This design comes from an exercise in tuning for small area on the open sky130 flow, not from production work.
Only simulation tests tie the RTL to the original design; equivalence was not proved.
Power figures rest on the tool's default switching activity, not on a simulated workload.

v8:
==> flow/design.v <==
module cpu(
    clock,                           
    reset,                           
    address_imem,                    
    q_imem,                          
    address_dmem,                    
    data,                            
    wren,                            
    q_dmem,                          
    ctrl_writeEnable,                
    ctrl_writeReg,                   
    data_writeReg                    
);
    input clock, reset;
    output[11:0] address_imem;
    input[31:0] q_imem;
    output[11:0] address_dmem;
    output[31:0] data;
    output wren;
    input[31:0] q_dmem;
    output ctrl_writeEnable;
    output[4:0] ctrl_writeReg;
    output[31:0] data_writeReg;
    wire[4:0] opcode = q_imem[31:27];
    wire[4:0] rd     = q_imem[26:22];
    wire[4:0] rs     = q_imem[21:17];
    wire[4:0] rt     = q_imem[16:12];
    wire[4:0] shamt  = q_imem[11:7];
    wire[4:0] aluop  = q_imem[6:2];
    wire[31:0] imm_sx = {{15{q_imem[16]}}, q_imem[16:0]};
    wire[31:0] target = {5'b00000, q_imem[26:0]};
    wire is_r    = opcode == 5'd0;
    wire is_j    = opcode == 5'd1;
    wire is_bne  = opcode == 5'd2;
    wire is_jal  = opcode == 5'd3;
    wire is_jr   = opcode == 5'd4;
    wire is_addi = opcode == 5'd5;
    wire is_blt  = opcode == 5'd6;
    wire is_sw   = opcode == 5'd7;
    wire is_lw   = opcode == 5'd8;
    wire is_setx = opcode == 5'd21;
    wire is_bex  = opcode == 5'd22;
    wire r_add = is_r & (aluop == 5'd0);
    wire r_sub = is_r & (aluop == 5'd1);
    wire we;
    wire[4:0] wreg;
    wire[31:0] wdata;
    wire b_rd = is_sw | is_bne | is_blt | is_jr;
    wire[31:0] selA, selB;
    genvar g;
    generate
        for (g = 0; g < 32; g = g + 1) begin : sel
            assign selA[g] = is_bex ? (g == 30) : (rs == g);
            assign selB[g] = ~is_bex & (b_rd ? (rd == g) : (rt == g));
        end
    endgenerate
    wire[31:0] regs[31:0];
    wire[31:0] valid;
    wire[991:0] q_all, d_all;
    wire[31:1] wsel;
    assign regs[0] = 32'd0;
    assign valid[0] = 1'b0;
    rf_write wr(we, wreg, wdata, q_all, wsel, d_all);
    generate
        for (g = 1; g < 32; g = g + 1) begin : rf
            reg[31:0] q;
            reg v;
            always @(posedge clock) begin
                q <= d_all[32*g-1 -: 32];
            end
            always @(posedge clock or posedge reset) begin
                if (reset)
                    v <= 1'b0;
                else if (wsel[g])
                    v <= 1'b1;
            end
            assign q_all[32*g-1 -: 32] = q;
            assign regs[g] = q;
            assign valid[g] = v;
        end
    endgenerate
    wire[31:0] vselA = selA & valid;
    wire[31:0] vselB = selB & valid;
    wire[31:0] rA, rB;
    wire[31:0] nA[10:0], nB[10:0];
    generate
        for (g = 0; g < 11; g = g + 1) begin : rp
            if (g < 10) begin : three
                aoi3 a(vselA[3*g+1], vselA[3*g+2], vselA[3*g+3], regs[3*g+1], regs[3*g+2], regs[3*g+3], nA[g]);
                aoi3 b(vselB[3*g+1], vselB[3*g+2], vselB[3*g+3], regs[3*g+1], regs[3*g+2], regs[3*g+3], nB[g]);
            end else begin : one
                assign nA[g] = ~({32{vselA[31]}} & regs[31]);
                assign nB[g] = ~({32{vselB[31]}} & regs[31]);
            end
        end
    endgenerate
    assign rA = ~(nA[0] & nA[1] & nA[2] & nA[3] & nA[4] & nA[5] & nA[6] & nA[7] & nA[8] & nA[9] & nA[10]);
    assign rB = ~(nB[0] & nB[1] & nB[2] & nB[3] & nB[4] & nB[5] & nB[6] & nB[7] & nB[8] & nB[9] & nB[10]);
    wire sub = r_sub | is_bne | is_blt | is_bex;
    wire[31:0] opB = (is_addi | is_lw | is_sw) ? imm_sx : rB;
    wire[31:0] opBx = opB ^ {32{sub}};
    wire[31:0] sum;
    wire c16, c32a, c32b;
    wire[15:0] sum_hi0, sum_hi1;
    ripple16 add_lo(rA[15:0], opBx[15:0], sub, sum[15:0], c16);
    ripple16 add_hi0(rA[31:16], opBx[31:16], 1'b0, sum_hi0, c32a);
    ripple16 add_hi1(rA[31:16], opBx[31:16], 1'b1, sum_hi1, c32b);
    assign sum[31:16] = c16 ? sum_hi1 : sum_hi0;
    wire ovf = (rA[31] == opBx[31]) & (sum[31] != rA[31]);
    wire ne = |sum;                  
    wire lt = sum[31] ^ ovf;         
    wire sll = ~aluop[0];
    wire[31:0] rA_rev;
    generate
        for (g = 0; g < 32; g = g + 1) begin : rev_in
            assign rA_rev[g] = rA[31 - g];
        end
    endgenerate
    wire[31:0] sh_in = sll ? rA_rev : rA;
    wire sh_fill = ~sll & rA[31];
    wire[63:0] sh_wide = {{32{sh_fill}}, sh_in} >> shamt;
    wire[31:0] sh = sh_wide[31:0];
    wire[31:0] sh_rev;
    generate
        for (g = 0; g < 32; g = g + 1) begin : rev_out
            assign sh_rev[g] = sh[31 - g];
        end
    endgenerate
    wire ovf_write = ovf & (r_add | r_sub | is_addi);
    wire[31:0] rstatus = {30'd0, r_sub | is_addi, r_sub | r_add};
    reg[31:0] pc;
    wire[31:0] pc1, pc_br;
    wire[32:0] inc_c, br_c;
    assign inc_c[0] = 1'b1;
    assign br_c[0] = 1'b0;
    generate
        for (g = 0; g < 32; g = g + 1) begin : pcadd
            assign pc1[g] = pc[g] ^ inc_c[g];
            assign inc_c[g+1] = pc[g] & inc_c[g];
            assign pc_br[g] = pc1[g] ^ imm_sx[g] ^ br_c[g];
            assign br_c[g+1] = (pc1[g] & imm_sx[g]) | (pc1[g] & br_c[g]) | (imm_sx[g] & br_c[g]);
        end
    endgenerate
    wire taken = (is_bne & ne) | (is_blt & ne & ~lt);
    wire[31:0] pc_next = is_jr ? rB :
                         ((is_j | is_jal | (is_bex & ne)) ? target :
                         (taken ? pc_br : pc1));
    always @(posedge clock or posedge reset) begin
        if (reset)
            pc <= 32'd0;
        else
            pc <= pc_next;
    end
    assign we = is_r | is_addi | is_lw | is_jal | is_setx;
    assign wreg = (is_setx | ovf_write) ? 5'd30 : (is_jal ? 5'd31 : rd);
    wire s_and = is_r & (aluop == 5'd2);
    wire s_or  = is_r & (aluop == 5'd3);
    wire s_sll = is_r & (aluop == 5'd4);
    wire s_sra = is_r & (aluop == 5'd5);
    wire s_sum = (r_add | r_sub | is_addi) & ~ovf_write;
    assign wdata = ({32{is_setx}} & target) |
                   ({32{is_jal}} & pc1) |
                   ({32{ovf_write}} & rstatus) |
                   ({32{is_lw}} & q_dmem) |
                   ({32{s_sum}} & sum) |
                   ({32{s_and}} & (rA & rB)) |
                   ({32{s_or}} & (rA | rB)) |
                   ({32{s_sll}} & sh_rev) |
                   ({32{s_sra}} & sh);
    assign address_imem = pc[11:0];
    assign address_dmem = sum[11:0];
    assign data = rB;
    assign wren = is_sw;
    assign ctrl_writeEnable = we;
    assign ctrl_writeReg = wreg;
    assign data_writeReg = wdata;
endmodule
module aoi3(s1, s2, s3, d1, d2, d3, y);
    input s1, s2, s3;
    input[31:0] d1, d2, d3;
    output[31:0] y;
    assign y = ~(({32{s1}} & d1) | ({32{s2}} & d2) | ({32{s3}} & d3));
endmodule
module rf_write(we, wreg, wdata, q_all, wsel, d_all);
    input we;
    input[4:0] wreg;
    input[31:0] wdata;
    input[991:0] q_all;
    output[31:1] wsel;
    output[991:0] d_all;
    wire[31:0] wdata_n = ~wdata;
    genvar g, b;
    generate
        for (g = 1; g < 32; g = g + 1) begin : w
            assign wsel[g] = we && wreg == g;
            wire wsel_n = ~wsel[g];
            for (b = 0; b < 32; b = b + 1) begin : wb
                wbit m(wdata_n[b], wsel[g], wsel_n, q_all[32*g-32+b], d_all[32*g-32+b]);
            end
        end
    endgenerate
endmodule
module wbit(dn, s, sn, q, y);
    input dn, s, sn, q;
    output y;
    assign y = ~((dn | sn) & ~(q & sn));
endmodule
module ripple16(a, b, ci, s, co);
    input[15:0] a, b;
    input ci;
    output[15:0] s;
    output co;
    wire[16:0] c;
    assign c[0] = ci;
    genvar i;
    generate
        for (i = 0; i < 16; i = i + 1) begin : fa
            assign s[i] = a[i] ^ b[i] ^ c[i];
            assign c[i+1] = (a[i] & b[i]) | (a[i] & c[i]) | (b[i] & c[i]);
        end
    endgenerate
    assign co = c[16];
endmodule
Settings: LEC_CHECK=0, CAP_MARGIN=40, CORE_MARGIN=2, CORE_UTILIZATION=45, SETUP_SLACK_MARGIN=0.2, SLEW_MARGIN=30, SYNTH_HIERARCHICAL=1, BUFFER_PORTS_ARGS=-buffer_cell sky130_fd_sc_hd__buf_1, CTS_ARGS=-sink_clustering_enable -repair_clock_nets -dont_use_dummy_load -buf_list {sky130_fd_sc_hd__clkbuf_4 sky130_fd_sc_hd__clkbuf_8} -sink_clustering_size 16 -sink_clustering_max_diameter 80; clock period 20.0 ns.
standard.sh (not shown) runs the stock make flow with config.mk's settings and CLKGATE_MAP_FILE= SYNTH_SCRIPT=/design/flow/synth_recipe.tcl, a recipe that flattens the netlist after the stock synthesis.
==> flow/flow/run.sh <==
#!/bin/bash
# The standard layout, with these changes:
# - synthesis maps logic with ABC using abc_area_relaxed.script: ORFS's speed
#   script with a relaxed delay target in &nf and no buffering or upsizing
#   (the layout's own repair fixes timing). Everything else in synthesis is
#   synth_recipe.tcl / ORFS synth.tcl unchanged, so the registers are the same.
# - ports are buffered with buf_1;
# - clock tree synthesis uses clkbuf_4/8, clusters of 16 sinks, no dummy loads;
set -e
HERE=$(pwd)
FLOWDIR=$HERE/flow
# synth.tcl with the ABC script replaced
sed 's#source \$::env(SCRIPTS_DIR)/synth_preamble.tcl#source $::env(SCRIPTS_DIR)/synth_preamble.tcl\nset abc_args [lreplace $abc_args 1 1 '"$FLOWDIR"'/abc_area_relaxed.script]\nputs "abc args: $abc_args"#' \
    "$FLOW_HOME/scripts/synth.tcl" > "$HERE/my_synth.tcl"
grep -q abc_area_relaxed "$HERE/my_synth.tcl"
sed 's#source \$::env(SCRIPTS_DIR)/synth.tcl#source '"$HERE"'/my_synth.tcl#' synth_recipe.tcl > my_synth_recipe.tcl
grep -q my_synth.tcl my_synth_recipe.tcl
cat >> config.mk <<'EOC'
export BUFFER_PORTS_ARGS = -buffer_cell sky130_fd_sc_hd__buf_1
export CTS_ARGS = -sink_clustering_enable -repair_clock_nets -dont_use_dummy_load -buf_list {sky130_fd_sc_hd__clkbuf_4 sky130_fd_sc_hd__clkbuf_8} -sink_clustering_size 16 -sink_clustering_max_diameter 80
EOC
sed "s#SYNTH_SCRIPT=[^ ]*synth_recipe.tcl#SYNTH_SCRIPT=$HERE/my_synth_recipe.tcl#" standard.sh > my_standard.sh
grep -q my_synth_recipe.tcl my_standard.sh
bash my_standard.sh > standard.log 2>&1
==> flow/flow/abc_area_relaxed.script <==
&get -n
&st
&dch
&nf -R 1000
&st
&syn2
&if -g -K 6
&synch2
&nf -R 1000
&st
&syn2
&if -g -K 6
&synch2
&nf -R 1000
&st
&syn2
&if -g -K 6
&synch2
&nf -R 1000
&st
&syn2
&if -g -K 6
&synch2
&nf -R 1000
&st
&syn2
&if -g -K 6
&synch2
&nf -R 1000
&put
topo
dnsize -c
For v54, these inputs were changed with respect to v8:
-- flow/config.mk --
<<< v8, line 10
export CORE_UTILIZATION = 45
>>> v54, line 10
export CORE_UTILIZATION = 55
--- outcome ---
- In summary, v54 completed successfully, with a layout that passed the timing, design-rule and antenna checks.
- The lower source-to-sink clock delay at the later pin of the worst-skew pair came out of v8.
- In the flow results for v54 and v8, the combinational power is smaller on v54.
- Row met3 usage in global routing: v54 higher / v8 lower
- Max-cap check violation count: v8 vs v54 identical
- Compared with v8, v54 instantiates a smaller number of cells.
- Area of the multi-input gates across v54 and v8: no real change.
- Between v54 and v8, tightest slew margin relative to the limit is lower for v8, v54 comes in above that.
- Looking at half-perimeter wire length after placement, v54 sits about 4.6% lower than v8 does.
- Lower global-route usage over all layers among v54 and v8: v8
- In the tables for v54 and v8, number of cells in the design after placement reads lower with v54.
Input-level comparison between v34 and v54:
==> flow/flow/run.sh <==
#!/bin/bash
set -e
cat >> config.mk <<'EOC'
export BUFFER_PORTS_ARGS = -buffer_cell sky130_fd_sc_hd__buf_1
export CTS_ARGS = -sink_clustering_enable -repair_clock_nets -dont_use_dummy_load -buf_list {sky130_fd_sc_hd__clkbuf_4 sky130_fd_sc_hd__clkbuf_8} -sink_clustering_size 16 -sink_clustering_max_diameter 80
EOC
bash standard.sh > standard.log 2>&1
-- flow/config.mk --
<<< v54, line 10
export CORE_UTILIZATION = 55
export SETUP_SLACK_MARGIN = 0.2
>>> v34, line 10
export CORE_UTILIZATION = 45
removed: flow/flow/abc_area_relaxed.script
[summary]
| time the worst path needs with I/O delays and setup | v34 vs v54 | 0.33 ns higher |. v34 vs. v54: register fraction of the total cell area moved down, fill cell instance count of the final layout moved up, worst setup slack moved down, final cell count moved up. Relative to v54, arrival time reported for the critical path endpoint has increased by 0.33 ns in v34. In terms of number of combinational gates with multiple inputs, v34 and v54 differ only marginally. Looking at the reports, v34 completed the entire flow and the layout it produced met the timing, design-rule and antenna checks. v54 reached the end of the flow, and the finished layout is clean on the timing, design-rule and antenna checks. Against v54, v34 comes in 7.3% lower on via count normalized by instance count.

-- static timing again, ports no longer ideal --
How much do the figures lean on ideal ports? The routed layouts below were timed once more, with nothing changed but the port constraints.
Step 1: set_driving_cell puts a clkbuf_16 on clock and a buf_2 on each other input, an assumption about the parent block.
Step 2, shift: input delay + t, output delay - t, t = (earliest + latest rising clock arrival at the registers) / 2. This alone moves slack from input paths to output paths.
Three values: ideal ports, drivers, drivers and shift; two values: the first two.
| run | t (ns) | setup slack, ns | clock arrival spread, ns | slew at the worst register clock pin (ns) |
|---|---|---|---|---|
| v8 | 0.797 | 0.483 / 0.455 / 0.455 | 0.097 / 0.097 | 0.12 / 0.12 |
| v54 | 0.809 | 0.641 / 0.604 / 0.604 | 0.109 / 0.109 | 0.11 / 0.11 |
| v34 | 0.820 | 0.312 / 0.288 / 0.288 | 0.093 / 0.093 | 0.12 / 0.12 |
After both steps every run listed still meets setup and hold. The setup slack of v54, which loses most, moves by -0.037 ns with the drivers and by -0.037 ns with both steps.
